From an optimization exercise on the open Yosys and OpenROAD flow, aimed at small area; shortcuts taken in it are not production practice. Only simulation tests tie the RTL to the original design; equivalence was not proved. Power is estimated from default activity; no workload was simulated.

## before
## wiv_ex
module wiv_ex(
    input         clk,
    input         rst,
    input         stall,
    input         flush,
    input         id_valid,
    input  [63:0] id_pc,
    input  [6:0]  id_opcode,
    input  [2:0]  id_funct3,
    input  [6:0]  id_funct7,
    input  [63:0] id_dat_a,
    input  [63:0] id_dat_b,
    input  [4:0]  id_rd,
    input  [11:0] id_csr,
    input         id_we,
    input         id_ld,
    input         id_st,
    input         id_csr_st,
    input         id_amo,
    output        ex_valid,
    output [63:0] ex_pc,
    output [2:0]  ex_funct3,
    output [4:0]  ex_funct5,
    output [63:0] ex_data,
    output [63:0] ex_addr,
    output [4:0]  ex_rd,
    output [11:0] ex_csr,
    output [63:0] ex_csr_data,
    output        ex_we,
    output        ex_ld,
    output        ex_st,
    output        ex_csr_st,
    output        ex_amo
);
==> flow/config.mk <==
export PLATFORM = sky130hd
export DESIGN_NAME = wiv_ex
export DESIGN_NICKNAME = wiv_ex
export VERILOG_FILES = /design/flow/design.v
export SDC_FILE = /design/flow/constraint.sdc
export NUM_CORES = 4
export LEC_CHECK = 0
export ABC_AREA = 1
export CAP_MARGIN = 20
export CORE_MARGIN = 2
export CORE_UTILIZATION = 50
export PLACE_DENSITY = 0.65
export SLEW_MARGIN = 20
export SYNTH_HIERARCHICAL = 1
export SYNTH_MINIMUM_KEEP_SIZE = 0
==> flow/constraint.sdc <==
create_clock -name core_clock -period 7.0 [get_ports {clk}]
set_input_delay 1.4000 -clock core_clock [delete_from_list [all_inputs] [get_ports {clk}]]
set_output_delay 1.4000 -clock core_clock [all_outputs]
set_load 0.01 [all_outputs]
standard.sh (not shown) runs the stock make flow with config.mk's settings and CLKGATE_MAP_FILE= SYNTH_SCRIPT=/design/flow/synth_recipe.tcl, a recipe that flattens the netlist after the stock synthesis.
==> flow/flow/run.sh <==
#!/bin/bash
# Own layout flow: the standard flow (standard.sh) with two changes:
#  - synthesis (flow/synth.tcl, the standard script with the abc call wrapped) maps
#    the adder module with the standard ABC script and every other module with an
#    area-oriented one (flow/abc_small.script); registers are mapped before ABC,
#    exactly as in the standard synthesis;
#  - the port buffers that placement inserts are sky130_fd_sc_hd__buf_1.
set -euo pipefail
WORK=$(cd "$(dirname "$0")/.." && pwd)
export MY_ABC_AREA="$WORK/flow/abc_small.script"
export MY_ABC_FAST_MODULES="ex_add64"
export BUFFER_PORTS_ARGS="-buffer_cell sky130_fd_sc_hd__buf_1"
sed "s#SYNTH_SCRIPT=[^ ]*#SYNTH_SCRIPT=$WORK/flow/synth.tcl#" "$WORK/standard.sh" > "$WORK/own_standard.sh"
bash "$WORK/own_standard.sh" > "$WORK/own_flow.log" 2>&1
==> flow/flow/abc_small.script <==
strash
dch
amap -F 4 -A 10
topo
==> flow/flow/synth.tcl <==
proc synth {args} { yosys synth -nofsm -noshare {*}$args }
proc abc {args} {
  set i [lsearch -exact $args -script]
  if {$i >= 0 && [info exists ::env(MY_ABC_AREA)] && $::env(MY_ABC_AREA) ne ""} {
    set small $args
    lset small [expr {$i + 1}] $::env(MY_ABC_AREA)
    set fast [list]
    foreach m $::env(MY_ABC_FAST_MODULES) {
      lappend fast "=$m"
      if {[llength $fast] > 1} { lappend fast %u }
    }
    if {[llength $fast] > 0} {
      yosys abc {*}$args {*}$fast
      yosys abc {*}$small {*}$fast %n
    } else {
      yosys abc {*}$small
    }
  } else {
    yosys abc {*}$args
  }
}
source $::env(SCRIPTS_DIR)/synth.tcl
# left out here: clear keep_hierarchy, flatten, clean up, hide names made inside functions, write 1_2_yosys.v
The following lists how after was set up differently from before:
--- a/flow/flow/run.sh
+++ b/flow/flow/run.sh
@@ -5,5 +5,6 @@
 #    area-oriented one (flow/abc_small.script); registers are mapped before ABC,
 #    exactly as in the standard synthesis;
-#  - the port buffers that placement inserts are sky130_fd_sc_hd__buf_1.
+#  - the port buffers that placement inserts are sky130_fd_sc_hd__buf_1;
+#  - clock tree synthesis uses clkbuf_4 (clkbuf_8 at the root) and no dummy loads.
 set -euo pipefail
 WORK=$(cd "$(dirname "$0")/.." && pwd)
@@ -11,4 +12,5 @@
 export MY_ABC_FAST_MODULES="ex_add64"
 export BUFFER_PORTS_ARGS="-buffer_cell sky130_fd_sc_hd__buf_1"
+export CTS_ARGS="-sink_clustering_enable -repair_clock_nets -buf_list sky130_fd_sc_hd__clkbuf_4 -root_buf sky130_fd_sc_hd__clkbuf_8 -dont_use_dummy_load"
 sed "s#SYNTH_SCRIPT=[^ ]*#SYNTH_SCRIPT=$WORK/flow/synth.tcl#" "$WORK/standard.sh" > "$WORK/own_standard.sh"
 bash "$WORK/own_standard.sh" > "$WORK/own_flow.log" 2>&1
### Flow results
- In the tables for before and after, H-tree depth reported by CTS reads lower with before.
- Summary of after over before: overall power consumption saw a decrease; largest fanout on the critical path saw a decrease; number of setup buffers added after CTS up 4; number of instances in the synthesized netlist ~0 delta; via count of the first global-routing pass rose 0.88%.
- As far as number of sinks handled by clock tree synthesis goes, after and before are indistinguishable; the numbers are identical.
- Side by side, fraction of the core area covered by cells at the end of the flow turned out lower in after than in before.
- | count of multi-input gates | before vs after | ≈ equal |

re-timing with driven ports:
In the flow no input, the clock included, has a driving cell. The finished layouts below were timed again as built, in two steps. Step 1 assumes that a clkbuf_16 drives the clock port and a buf_2 every other input. Step 2, shift: input delay + t, output delay - t, t = (earliest + latest rising clock arrival at the registers) / 2. This alone moves slack from input paths to output paths. Three values: ideal ports, drivers, drivers and shift; two values: the first two.
run	shift t [ns]	slack for setup (ns)	hold WS [ns]	worst register clock-pin slew, ns
before	0.613	0.194 / 0.138 / 0.751	0.468 / 0.468 / 0.468	0.06 / 0.06
after	0.641	0.214 / 0.163 / 0.805	0.472 / 0.472 / 0.472	0.07 / 0.07
After both steps every run listed still meets setup and hold.
